What follows belongs to an exercise in optimizing a design on an open flow for small area and a short achievable clock period; a production flow would make more cautious choices.
The RTL was checked by simulation tests, not by an equivalence proof against the original design.
Power and IR drop assume default switching activity.

$ cat flow/design.v
`timescale 1ns / 1ps
module instruction_fetch_unit (
    input clk,
    input rst,
    output reg [31:0] pc
);
    always @(posedge clk or posedge rst) begin
        if (rst) begin
            pc <= 32'b0;        
        end else begin
                pc <= pc + 4;      
            end
        end
endmodule
`timescale 1ns / 1ps
module register_file_unit1(
     input clk,                    
    input rst,                    
    input [4:0] rs1,              
    input [4:0] rs2,              
    input [4:0] rd,               
    input [31:0] write_data,      
    input reg_write_enable,       
    output [31:0] data_rs1,       
    output [31:0] data_rs2        
);
    reg [31:0] registers [0:31];
    integer i;
    always @(posedge clk or posedge rst) begin
        if (rst) begin
            for (i = 0; i < 32; i = i + 1) begin
                registers[i] <= i;  
            end
        end else begin
            if (reg_write_enable && (rd != 0)) begin
                registers[rd] <= write_data;   
            end
        end
    end
    assign data_rs1 = (rs1 == 0) ? 32'b0 : registers[rs1];
    assign data_rs2 = (rs2 == 0) ? 32'b0 : registers[rs2];
endmodule
`timescale 1ns / 1ps
module control_unit1(
    input  [6:0] opcode,
    input  [2:0] funct3,
    input  [6:0] funct7,
    output reg [3:0] alu_control,
    output reg       reg_write_enable
);
    always @(*) begin
        alu_control      = 4'b0000;
        reg_write_enable = 0;
        case (opcode)
            7'b0110011: begin
                reg_write_enable = 1;
                case (funct3)
                    3'b000: begin
                        if (funct7 == 7'b0100000)
                            alu_control = 4'b0001;  
                        else
                            alu_control = 4'b0000;  
                    end
                    3'b111: alu_control = 4'b0010;  
                    3'b110: alu_control = 4'b0011;  
                    3'b100: alu_control = 4'b0100;  
                    3'b010: alu_control = 4'b0101;  
                    default: alu_control = 4'b0000;
                endcase
            end
            7'b0010011: begin
                reg_write_enable = 1;
                case (funct3)
                    3'b000: alu_control = 4'b0000;  
                    3'b111: alu_control = 4'b0010;  
                    3'b110: alu_control = 4'b0011;  
                    3'b100: alu_control = 4'b0100;  
                    3'b010: alu_control = 4'b0101;  
                    default: alu_control = 4'b0000;  
                endcase
            end
            default: begin
                alu_control      = 4'b0000;
                reg_write_enable = 0;
            end
        endcase
    end
endmodule
`timescale 1ns / 1ps
module arithmetic_logic_unit1(
    input [31:0] operand1,
    input [31:0] operand2,
    input [3:0] alu_control,     
    output reg [31:0] alu_result,
    output zero_flag
);
   always @(*) begin
    case (alu_control)
        4'b0000: alu_result = operand1 + operand2;         
        4'b0001: alu_result = operand1 - operand2;         
        4'b0010: alu_result = operand1 & operand2;         
        4'b0011: alu_result = operand1 | operand2;         
        4'b0100: alu_result = operand1 ^ operand2;         
        4'b0101: alu_result = (operand1 < operand2) ? 1 : 0;  
        default: alu_result = 32'b0;
    endcase
end
    assign zero_flag = (alu_result == 0);
endmodule
`timescale 1ns / 1ps
module top_module(
    input clk,
    input rst,
    input [31:0] ins_in,
    output [31:0] pc_out,
    output [31:0] ins_out,
    output [31:0] alu_result_out
);
    wire [31:0] pc;
    wire [31:0] ins_code;
    wire [31:0] data_rs1, data_rs2;
    wire [3:0]  alu_control;
    wire        reg_write_enable;
    wire [31:0] alu_out;
    wire        zero_flag;
    reg  [63:0] pipeline_IF_ID;    
    reg  [73:0] pipeline_ID_EX;    
    reg [37:0] pipeline_EX_MEM;   
    reg  [37:0] pipeline_MEM_WB;   
    wire [31:0] IF_ID_pc   = pipeline_IF_ID[63:32];
    wire [31:0] IF_ID_ins  = pipeline_IF_ID[31:0];
    wire [6:0]  opcode = IF_ID_ins[6:0];
    wire [4:0]  rd     = IF_ID_ins[11:7];
    wire [2:0]  funct3 = IF_ID_ins[14:12];
    wire [4:0]  rs1    = IF_ID_ins[19:15];
    wire [4:0]  rs2    = IF_ID_ins[24:20];
    wire [6:0]  funct7 = IF_ID_ins[31:25];
    wire [31:0] imm_i = {{20{IF_ID_ins[31]}}, IF_ID_ins[31:20]};
    wire [31:0] ID_EX_op1  = pipeline_ID_EX[73:42];
    wire [31:0] ID_EX_op2  = pipeline_ID_EX[41:10];
    wire [4:0]  ID_EX_rd   = pipeline_ID_EX[9:5];
    wire [3:0]  ID_EX_ctrl = pipeline_ID_EX[4:1];
    wire        ID_EX_we   = pipeline_ID_EX[0];
    wire [31:0] EX_MEM_alu_out = pipeline_EX_MEM[37:6];
    wire [4:0]  EX_MEM_rd      = pipeline_EX_MEM[5:1];
    wire        EX_MEM_we      = pipeline_EX_MEM[0];
    wire [31:0] MEM_WB_wb_data = pipeline_MEM_WB[37:6];
    wire [4:0]  MEM_WB_rd      = pipeline_MEM_WB[5:1];
    wire        MEM_WB_we      = pipeline_MEM_WB[0];
    instruction_fetch_unit ifu(
        clk,
        rst,
        pc
    );
    assign ins_code = ins_in;
    register_file_unit1 rfu(
        clk,
        rst,
        rs1,
        rs2,
        MEM_WB_rd,
        MEM_WB_wb_data,
        MEM_WB_we,
        data_rs1,
        data_rs2
    );
    control_unit1 cu( 
        opcode,
        funct3,
        funct7,
        alu_control,
        reg_write_enable
    );
    arithmetic_logic_unit1 alu (
        ID_EX_op1,
        ID_EX_op2,
        ID_EX_ctrl,
        alu_out,
        zero_flag
    );
    always @(posedge clk or posedge rst) begin
        if (rst) begin
            pipeline_IF_ID  <= 64'd0;
            pipeline_ID_EX  <= 74'd0;
            pipeline_EX_MEM <= 38'd0;
            pipeline_MEM_WB <= 38'd0;
        end else begin
            pipeline_IF_ID <= { pc, ins_code };
            pipeline_ID_EX <= { data_rs1,
                                (opcode == 7'b0010011) ? imm_i : data_rs2,
                                rd,
                                alu_control,
                                reg_write_enable };
            pipeline_EX_MEM <= { alu_out, ID_EX_rd, ID_EX_we };
            pipeline_MEM_WB <= { EX_MEM_alu_out, EX_MEM_rd, EX_MEM_we };
        end
    end
    assign pc_out         = pc;
    assign ins_out        = ins_code;
    assign alu_result_out = alu_out;
endmodule
$ cat flow/run.sh
#!/bin/bash
# synth_recipe.tcl (not shown) runs the flow's synth.tcl, then flattens the netlist and writes it again
# the make line also repeats each setting of config.mk as NAME=value (left out here)
make -C /OpenROAD-flow-scripts/flow DESIGN_CONFIG=/design/flow/config.mk WORK_HOME=/design/flow/orfs CLKGATE_MAP_FILE= SYNTH_SCRIPT=/design/flow/synth_recipe.tcl finish
$ cat flow/constraint.sdc
create_clock -name core_clock -period 6.5 [get_ports {clk}]
set_input_delay 1.3000 -clock core_clock [delete_from_list [all_inputs] [get_ports {clk}]]
set_output_delay 1.3000 -clock core_clock [all_outputs]
set_load 0.01 [all_outputs]
$ cat flow/config.mk
export PLATFORM = sky130hd
export DESIGN_NAME = top_module
export DESIGN_NICKNAME = top_module
export VERILOG_FILES = /design/flow/design.v
export SDC_FILE = /design/flow/constraint.sdc
export NUM_CORES = 4
export LEC_CHECK = 0
export CAP_MARGIN = 20
export CORE_MARGIN = 2
export CORE_UTILIZATION = 40
export SLEW_MARGIN = 20
==> summary.txt <==
## metrics by stage
stage | instance area, sq um | hold slack [ns] | total power [mW]
finish | 67800 | 0.345 | 16.6
global route | 67800 | 0.352 | 16.9
CTS | 67700 | 0.346 | 16.6
detailed placement | 63200 | 0.335 | 8.74
global placement | 63200 | 0.335 | 8.74
floorplan | 59600 | 0.331 | 8.31
## placed cells by master, fill, tap and decap left out, drive strengths merged, types with 14 or more instances in the layout
cell type,instances
a21o,16
a21oi,196
a221oi,221
a222oi,64
a22o,220
a22oi,403
and3,14
buf,158
clkbuf,190
clkdlybuf4s50,127
clkinv,23
dfrtp,1123
dfstp,80
ha,110
inv,116
mux2,996
nand2,133
nand2b,16
nand3,97
nand4,145
nor2,154
nor3,88
nor4,18
o21ai,117
o221ai,14
o22ai,16
o31ai,14
xnor2,40
## worst max-delay path, cell delays in order (launching register included)
cell and delay, ns:
dfrtp_1 0.40, inv_1 0.06, ha_1 0.44, inv_2 0.17
a21oi_1 0.10, o31ai_1 0.46, a2111oi_1 0.12, buf_4 0.18
o31ai_2 0.36, a21oi_2 0.19, or4_1 0.43, a311oi_2 0.31
mux2_2 0.20, o22ai_1 0.09, clkdlybuf4s50_1 0.50
## power groups by stage
stage	Clock (mW)	Combinational (mW)	Sequential, mW
detailed placement	0	0.863	7.88
CTS	7.95	0.866	7.74
floorplan	0	0.540	7.77
global placement	0	0.862	7.88
finish	7.92	0.900	7.76
global route	8.25	0.936	7.76
## flip-flops by register name (all words and copies together), names as in the netlist
signal,cells
ifu.pc,30
rfu.registers,992
pipeline_IF_ID,32
pipeline_EX_MEM,38
pipeline_ID_EX,73
pipeline_MEM_WB,38
## logic make-up after synthesis
logic type | synth area share
AOI/OAI and AO/OA | 0.172
xor gates and xnor gates | 0.00735
and+or+nand+nor | 0.0602
muxes | 0.189
DFF | 0.507
adders and majority gates | 0.0238
other | 0.0000630
buffers and inverters | 0.0400
## layer usage
metal / routed length [microns] / global-route usage
met1: 100000 / 0.449
met2: 112000 / 0.500
met3: 41800 / 0.149
met4: 21700 / 0.223
met5: 149 / 0.000638
## worst min path at each step
| stage | startpoint | end | slack (ns) | cells after the start |
|---|---|---|---|---|
| final | pipeline_IF_ID[9]$_DFF_PP0_ | pipeline_ID_EX[7]$_DFF_PP0_ | 0.35 | 0 |
| after CTS | pipeline_EX_MEM[10]$_DFF_PP0_ | pipeline_MEM_WB[10]$_DFF_PP0_ | 0.35 | 0 |
| after detailed placement | pipeline_IF_ID[9]$_DFF_PP0_ | pipeline_ID_EX[7]$_DFF_PP0_ | 0.33 | 0 |
| after global placement | pipeline_EX_MEM[9]$_DFF_PP0_ | pipeline_MEM_WB[9]$_DFF_PP0_ | 0.34 | 0 |
| after floorplan | pipeline_ID_EX[0]$_DFF_PP0_ | pipeline_EX_MEM[0]$_DFF_PP0_ | 0.33 | 0 |
| after global routing | pipeline_EX_MEM[10]$_DFF_PP0_ | pipeline_MEM_WB[10]$_DFF_PP0_ | 0.35 | 0 |
## cell type report
cell class | count | area, sq um
fillers | 13533 | 80000
multi-input cells | 3243 | 27600
repair buffers | 285 | 2730
flip-flops and latches | 1203 | 30200
diodes | 5 | 12.5
well taps | 1930 | 2410
clock buffers | 190 | 3890
inverters | 103 | 390
clock inverters | 49 | 602
==> metrics.md <==
| Metric | Value |
|---|---|
| Cell count after synthesis | `5038` |
| Std cell rows | `141` |
| Vias per inst | `7.28` |
| Pin count of the biggest net entering global routing | `112` |
| WP data required | `5.20 ns` |
| CP Data Arrival Time | `4.80 ns` |
| Outcome | `no timing/DRC/antenna violations` |
| EDFF count, synth | `0` |
| Vias post-DR | `51006` |
| Worst hold path class | `flop to flop` |
| Top cell type by total area after synthesis | `dfrtp_1` |
| MaxCap Viol Count | `0` |
| Initial Utilization | `0.403` |
| Number of routed nets with antenna violations | `0` |
| Worst-Margin Slew | `1.25 ns` |
| Switching part of the total | `0.251` |
| Sequential Power Share | `0.468` |
| Routability cong. | `0.965` |
| Async set-reset flop share out of synthesis | `1.00` |
| Post-Place Setup Slack | `1.23 ns` |
| Layout area overhead | `13.9%` |
| Pint | `12.4 mW` |
| Clock Sinks | `1203` |
| Total global routing overflow | `0` |
| RR Endpoint | `pipeline_ID_EX[70]$_DFF_PP0_` |
| Clock share of power | `0.478` |
| # nets final | `5116` |
| Die Ht | `390 microns` |
| Sw Pwr | `4.16 mW` |
| TNS Setup | `0 ns` |
| Skew final | `0.0390 ns` |
| DIE AREA | `152000 sq um` |
| CP Class | `flop to primary output` |
| # DRC | `0` |
| Clock latency at the later pin of the worst-skew pair | `0.79 ns` |
| Most frequent cell after synthesis | `dfrtp_1` |
| Sequential area share after synthesis | `0.507` |
| Final Critical Period | `6.10 ns` |
| Ys Warns | `6` |
| Share of cells above drive strength 1 | `0.307` |
| Inserted Clock Buffers | `134` |
| Highest Clock Rate | `164 MHz` |
| Final period util | `0.938` |
| Crit path to | `alu_result_out[26]` |
| CTS tree | `yes` |
| Reg2Reg Setup Slack | `1.92 ns` |
| Placed Cells | `6758` |
| Clk pin slew, worst setup/hold paths | `0.06 ns` |
| Clock root cell | `clkbuf_16` |
| Netlist cell types | `77` |
| FF-to-FF path depth | `8` |
| Area share of the leading cell type in the synthesized netlist | `0.472` |
| Die X | `390 microns` |
| Starting DRC count in detailed routing | `9645` |
| IO buf count | `127` |
| CP endpoint kind | `primary output` |
| Post-DP HPWL | `155 mm` |
| Final worst-path setup slack | `0.403 ns` |
| Post-cts sizing count | `0` |
| Comb pwr share | `0.054` |
| Yosys reg bits | `1203` |
| Crit. Startpoint | `pipeline_ID_EX[59]$_DFF_PP0_` |
| Routed length per placed instance | `39.4 microns` |
| Finished Core Util | `0.459` |
| Core area | `148000 sq um` |
| Ys flop type | `dfrtp_1` |
| First-pass GRT wire length | `383 mm` |
| Setup violations, final | `0` |
| Main area contributors after synthesis | `dfrtp_1, mux2_2, a22oi_1, dfstp_2, a221oi_1` |
| Post-CTS Setup Inserts | `0` |
| Drt total wl | `276 mm` |
| Pwr dens | `244 nW/um^2` |
| Slew Viols, Final | `0` |
| Relative slew slack | `0.163` |
| RR Startpoint | `pipeline_IF_ID[15]$_DFF_PP0_` |
| GR Util All Layers | `0.355` |
| Largest buffer count on any clock path | `3` |
| Synth top cells by count | `dfrtp_1, mux2_2, a22oi_1, clkbuf_1, a221oi_1` |
| Router iterations before antenna repair | `9` |
| Vias in the first global route | `48970` |
| Setup crit start kind | `flop` |
| Hold_buf cts | `0` |
| Final Hold Viols | `0` |
| Lkg Pwr | `30.5 nW` |
| H-tree levels | `4` |
| Worst VDD drop | `317 uV` |
| Post-route insts no fill | `7008` |
| I/O pins | `130` |
| RSZ-0062 raised after global routing | `false` |
| Avg Inst Size Synth | `11.8 sq um` |
| Antenna violations before repair | `15` |
| Post-Syn Area | `59600 sq um` |
| Critical path peak fanout | `9` |

what the ideal ports hide:
In the flow no input, the clock included, has a driving cell. The finished layout below was timed again as built, in two steps. Step 1 (the two cells are an assumption about what drives the block):
set clk [get_ports {clk}]
set_driving_cell -lib_cell sky130_fd_sc_hd__clkbuf_16 $clk
set_driving_cell -lib_cell sky130_fd_sc_hd__buf_2 [delete_from_list [all_inputs] $clk]
Step 2 times the ports against the registers' clock, not the clock port: input delays grow and output delays shrink by t, the midpoint of the rising clock arrivals with the driver on. Three values: no drivers, after step 1, after step 2; two values: the first two.
t, ns: 0.841
setup WS [ns]: 0.403 / 0.328 / 1.169
latest minus earliest clock arrival (ns): 0.043 / 0.043
slew at the worst register clock pin (ns): 0.07 / 0.07
After both steps this run still meets setup and hold. For this run, drivers alone change the setup slack by -0.075 ns; drivers and shift together by +0.766 ns.
